From an optimization exercise on the open Yosys and OpenROAD flow, aimed at small area, a short achievable clock period and few clock cycles; shortcuts taken in it are not production practice. In this exercise RTL edits were held to simulation tests only and were not proved equivalent to the original. No driver is modelled on the clock port, so clock power and skew are understated where the tree is cut down; a real chip needs a root buffer or a tree.

ember:
==> flow/design.v (excerpt) <==
module MyDesign(
  input wire reset_n                      ,  
  input wire clk                          ,
  input wire dut_valid                    , 
  output wire dut_ready                   ,
  output wire                           dut__tb__sram_input_write_enable  ,
  output wire [16-1 : 0     ]   dut__tb__sram_input_write_address ,
  output wire [32-1 : 0     ]   dut__tb__sram_input_write_data    ,
  output wire [16-1 : 0     ]   dut__tb__sram_input_read_address  , 
  input  wire signed [32-1 : 0     ]   tb__dut__sram_input_read_data     ,     
  output wire                           dut__tb__sram_weight_write_enable  ,
  output wire [16-1 : 0     ]   dut__tb__sram_weight_write_address ,
  output wire [32-1 : 0     ]   dut__tb__sram_weight_write_data    ,
  output wire [16-1 : 0     ]   dut__tb__sram_weight_read_address  , 
  input  wire signed [32-1 : 0     ]   tb__dut__sram_weight_read_data     ,     
  output wire                           dut__tb__sram_result_write_enable  ,
  output wire [16-1 : 0     ]   dut__tb__sram_result_write_address ,
  output wire signed [32-1 : 0     ]   dut__tb__sram_result_write_data    ,
  output wire [16-1 : 0     ]   dut__tb__sram_result_read_address  , 
  input  wire signed [32-1 : 0     ]   tb__dut__sram_result_read_data     ,     
  output wire                           dut__tb__sram_scratchpad_write_enable  ,
  output wire [16-1 : 0     ]   dut__tb__sram_scratchpad_write_address ,
  output wire signed [32-1 : 0     ]   dut__tb__sram_scratchpad_write_data    ,
  ...
Settings: LEC_CHECK=0, CAP_MARGIN=20, CORE_MARGIN=2, CORE_UTILIZATION=40, CTS_BUF_LIST=sky130_fd_sc_hd__clkbuf_4 sky130_fd_sc_hd__clkbuf_8, SLEW_MARGIN=20, SYNTH_HIERARCHICAL=1, SYNTH_MINIMUM_KEEP_SIZE=0; clock period 16.0 ns.
standard.sh (not shown) runs the stock make flow with config.mk's settings and CLKGATE_MAP_FILE= SYNTH_SCRIPT=/design/flow/synth_recipe.tcl, a recipe that flattens the netlist after the stock synthesis.
==> flow/flow/run.sh <==
#!/bin/bash
# Layout flow: the standard flow (standard.sh) with two changes to how the
# layout is made: port buffers use the small sky130_fd_sc_hd__buf_1 cell, and
# timing repair aims for extra setup slack so that the achieved period shrinks.
# The clock period and constraints are the standard flow's own (constraint.sdc).
set -euo pipefail
bash standard.sh finish \
  "BUFFER_PORTS_ARGS=-buffer_cell sky130_fd_sc_hd__buf_1" \
  "SETUP_SLACK_MARGIN=12" \
  > standard.log 2>&1
Testbench counts of ember, summed over its fixed seeds: cycles 88,723.
## Diff of input files: maple against ember
Settings: a deleted CTS_BUF_LIST that had been sky130_fd_sc_hd__clkbuf_4 sky130_fd_sc_hd__clkbuf_8.
### Flow results
- In summary, maple completed successfully, with a layout that passed the timing, DRC and antenna checks.
- maple and ember ended up with nearly the same first-pass GRT wire length.
- [compare] base=ember new=maple: final cell count now smaller, fmax now larger.
Input-level comparison between fjord and maple:
==> flow/run.sh (new file) <==
#!/bin/bash
# synth_recipe.tcl (not shown) runs the flow's synth.tcl, then flattens the netlist and writes it again
# the make line also repeats each setting of config.mk as NAME=value (left out here)
make -C /OpenROAD-flow-scripts/flow DESIGN_CONFIG=/design/flow/config.mk WORK_HOME=/design/flow/orfs CLKGATE_MAP_FILE= SYNTH_SCRIPT=/design/flow/synth_recipe.tcl finish
removed: flow/flow/run.sh
removed: flow/standard.sh
[summary]
Result for maple and fjord: all clean. The run showing the greater global-route usage is maple. Looking at total clock buffers created by CTS across maple and fjord, the one that comes out lower is maple. | met1 usage | lower: fjord |. fjord against maple; first-pass GRT wire length is down by a few percent. Delta (fjord minus maple): clock period minus final worst setup slack up 0.74 ns; count of instances resized after the clock tree is built down 322. As far as synthesized netlist cell count goes, fjord and maple are indistinguishable; the numbers are identical. After synthesis and placement, the instance count of fjord is below that of maple. fjord ended up with register to register as its critical path start-end classification; maple ended up with register to primary output. Total negative slack: fjord vs maple identical.
The inputs of willow differ from those of fjord as listed below.
==> flow/flow/run.sh (new file) <==
#!/bin/bash
# Layout flow: the standard flow (standard.sh) with two changes to how the
# layout is made: port buffers use the small sky130_fd_sc_hd__buf_1 cell, and
# timing repair aims for extra setup slack so that the achieved period shrinks.
# The clock period and constraints are the standard flow's own (constraint.sdc).
set -euo pipefail
bash standard.sh finish \
  "BUFFER_PORTS_ARGS=-buffer_cell sky130_fd_sc_hd__buf_1" \
  "SETUP_SLACK_MARGIN=11" \
  > standard.log 2>&1
==> flow/standard.sh (new file) <==
#!/bin/bash
# synth_recipe.tcl (not shown) runs the flow's synth.tcl, then flattens the netlist and writes it again
# the make line also repeats each setting of config.mk as NAME=value (left out here)
make -C /OpenROAD-flow-scripts/flow DESIGN_CONFIG=/design/flow/config.mk WORK_HOME=/design/flow/orfs CLKGATE_MAP_FILE= SYNTH_SCRIPT=/design/flow/synth_recipe.tcl "${@:-finish}"
removed: flow/run.sh
--- outcome ---
Sequential cell area in the final layout: fjord vs willow, no meaningful difference. Against fjord, final period demand of the worst path in willow came out better. Summary: with fjord as the reference, fill cell total of the finished layout in willow moved up by a few percent. Compared to fjord, the router laid down less metal wire for willow.

========
MyDesign, a different RTL version from the one above (not shown whole).
Size in the first run: about 2500 cells after synthesis, about 300 flip-flops, about 390 I/O pins.
// MyDesign
module MyDesign(
  input wire reset_n                      ,  
  input wire clk                          ,
  input wire dut_valid                    , 
  output wire dut_ready                   ,
  output wire                           dut__tb__sram_input_write_enable  ,
  output wire [16-1 : 0     ]   dut__tb__sram_input_write_address ,
  output wire [32-1 : 0     ]   dut__tb__sram_input_write_data    ,
  output wire [16-1 : 0     ]   dut__tb__sram_input_read_address  , 
  input  wire signed [32-1 : 0     ]   tb__dut__sram_input_read_data     ,     
  output wire                           dut__tb__sram_weight_write_enable  ,
  output wire [16-1 : 0     ]   dut__tb__sram_weight_write_address ,
  output wire [32-1 : 0     ]   dut__tb__sram_weight_write_data    ,
  output wire [16-1 : 0     ]   dut__tb__sram_weight_read_address  , 
  input  wire signed [32-1 : 0     ]   tb__dut__sram_weight_read_data     ,     
  output wire                           dut__tb__sram_result_write_enable  ,
  output wire [16-1 : 0     ]   dut__tb__sram_result_write_address ,
  output wire signed [32-1 : 0     ]   dut__tb__sram_result_write_data    ,
  output wire [16-1 : 0     ]   dut__tb__sram_result_read_address  , 
  input  wire signed [32-1 : 0     ]   tb__dut__sram_result_read_data     ,     
  output wire                           dut__tb__sram_scratchpad_write_enable  ,
  output wire [16-1 : 0     ]   dut__tb__sram_scratchpad_write_address ,
  output wire signed [32-1 : 0     ]   dut__tb__sram_scratchpad_write_data    ,
  output wire [16-1 : 0     ]   dut__tb__sram_scratchpad_read_address  , 
  ...
export LEC_CHECK = 0
export CAP_MARGIN = 20
export CORE_MARGIN = 2
export CORE_UTILIZATION = 40
export CTS_CLUSTER_DIAMETER = 100
export CTS_CLUSTER_SIZE = 20
export SLEW_MARGIN = 20
export SYNTH_HIERARCHICAL = 1
export SYNTH_MINIMUM_KEEP_SIZE = 0
create_clock -name core_clock -period 16.0 [get_ports {clk}]
==> flow/flow/run.sh <==
#!/bin/bash
# Layout flow: the standard flow (standard.sh) with these changes to how the
# layout is made:
# - port buffers use the small sky130_fd_sc_hd__buf_1 cell;
# - timing repair aims for extra setup slack so that the achieved period shrinks;
# - the constant outputs share one tie cell (SKIP_REPAIR_TIE_FANOUT);
# - after ORFS's CTS step, flow/manual_cts.tcl replaces TritonCTS's clock tree
#   with a flatter one (root buffers plus one level of leaf buffers, no
#   intended skew), then legalises placement and repairs timing again.
# The clock period and constraints are the standard flow's own (constraint.sdc).
set -euo pipefail
here="$(pwd)"
bash standard.sh finish \
  "BUFFER_PORTS_ARGS=-buffer_cell sky130_fd_sc_hd__buf_1" \
  "SETUP_SLACK_MARGIN=11.7" \
  "SKIP_REPAIR_TIE_FANOUT=1" \
  "POST_CTS_TCL=${here}/flow/manual_cts.tcl" \
  > standard.log 2>&1
Other scripts of this flow, unchanged in this note and not shown: flow/flow/manual_cts.tcl
The first run completed without violations.
Testbench counts at the start, summed over its fixed seeds: cycles 88,723.
Change:
--- a/flow/flow/run.sh
+++ b/flow/flow/run.sh
@@ -13,5 +13,5 @@
 bash standard.sh finish \
   "BUFFER_PORTS_ARGS=-buffer_cell sky130_fd_sc_hd__buf_1" \
-  "SETUP_SLACK_MARGIN=11.7" \
+  "SETUP_SLACK_MARGIN=11.6" \
   "SKIP_REPAIR_TIE_FANOUT=1" \
   "POST_CTS_TCL=${here}/flow/manual_cts.tcl" \
--- a/flow/config.mk
+++ b/flow/config.mk
@@ -11,4 +11,5 @@
 export CTS_CLUSTER_DIAMETER = 100
 export CTS_CLUSTER_SIZE = 20
+export PLACE_DENSITY = 0.8
 export SLEW_MARGIN = 20
 export SYNTH_HIERARCHICAL = 1
=> The new run completed without violations. Critical path depth went up by 1. Setup slack is worse by 110 ps. Synthesized area does not change. Core utilization went down by 0.71 points. Routed wire length went down by 5.5%. Synthesized cell count is unchanged. Design area went down by 1.7%. Cell count went down by 0.50%. Global-route usage went down by 1.3 points. Die area stays the same.
Change:
--- a/flow/flow/run.sh
+++ b/flow/flow/run.sh
@@ -13,5 +13,5 @@
 bash standard.sh finish \
   "BUFFER_PORTS_ARGS=-buffer_cell sky130_fd_sc_hd__buf_1" \
-  "SETUP_SLACK_MARGIN=11.6" \
+  "SETUP_SLACK_MARGIN=11.75" \
   "SKIP_REPAIR_TIE_FANOUT=1" \
   "POST_CTS_TCL=${here}/flow/manual_cts.tcl" \
--- a/flow/config.mk
+++ b/flow/config.mk
@@ -11,5 +11,4 @@
 export CTS_CLUSTER_DIAMETER = 100
 export CTS_CLUSTER_SIZE = 20
-export PLACE_DENSITY = 0.8
 export SLEW_MARGIN = 20
 export SYNTH_HIERARCHICAL = 1
The new run went through all stages and came out clean.
Synthesized cell count does not change.
Maximum frequency went up by 3.2%.
Final area went up by about 5%.
Die area is unchanged.
Via count went up by 1.3%.
Global-route usage went up by 1.7 points.
Change:
--- a/flow/flow/run.sh
+++ b/flow/flow/run.sh
@@ -13,5 +13,5 @@
 bash standard.sh finish \
   "BUFFER_PORTS_ARGS=-buffer_cell sky130_fd_sc_hd__buf_1" \
-  "SETUP_SLACK_MARGIN=11.75" \
+  "SETUP_SLACK_MARGIN=11.8" \
   "SKIP_REPAIR_TIE_FANOUT=1" \
   "POST_CTS_TCL=${here}/flow/manual_cts.tcl" \
=> Critical path depth climbs by 1; setup slack is worse by 60 ps; clock skew stays flat; area after synthesis stays the same; wire length is about the same; hold slack degrades by 5.7 ps; die area does not change; maximum frequency shrinks slightly; core utilization rises by 0.11 points.
No run of this note takes its clock network from TritonCTS; it comes from the design's own scripts or RTL.

port drivers added, routing unchanged:
In the flow no input, the clock included, has a driving cell. The finished layouts below were timed again as built, in two steps.
Step 1: set_driving_cell puts a clkbuf_16 on clk and a buf_2 on each other input, an assumption about the parent block.
Step 2 moves the port delays by t, midway between the first and last clock arrival at a register: inputs arrive t later, outputs are due t later. That takes back most of the time a late clock gives input paths.
Three values: ideal ports, drivers, drivers and shift; two values: the first two.
| run | shift t [ns] | slack for setup (ns) | worst setup path after step 2 | latest minus earliest clock arrival (ns) | pins driven straight from the clock port |
|---|---|---|---|---|---|
| ember | 0.733 | 11.396 / 11.335 / 11.788 | input to register | 0.073 / 0.074 | 1 |
| maple | 0.633 | 11.508 / 11.446 / 11.791 | input to register | 0.061 / 0.061 | 1 |
| fjord | 0.634 | 10.766 / 10.766 / 10.766 | register to register | 0.036 / 0.036 | 1 |
| willow | 0.641 | 11.266 / 11.266 / 11.266 | register to register | 0.062 / 0.062 | 1 |
| the first run of note 2 | 0.441 | 11.876 / 11.810 / 11.850 | input to register | 0.038 / 0.038 | 4 |
| the second run of note 2 | 0.425 | 11.763 / 11.705 / 11.763 | register to register | 0.034 / 0.033 | 4 |
| the third run of note 2 | 0.438 | 11.894 / 11.828 / 11.855 | input to register | 0.035 / 0.035 | 4 |
| the fourth run of note 2 | 0.435 | 11.834 / 11.832 / 11.806 | input to register | 0.039 / 0.038 | 4 |
After both steps setup and hold are still met in every run listed. The setup slack of the third run of note 2, which loses most, moves by -0.066 ns with the drivers and by -0.039 ns with both steps.
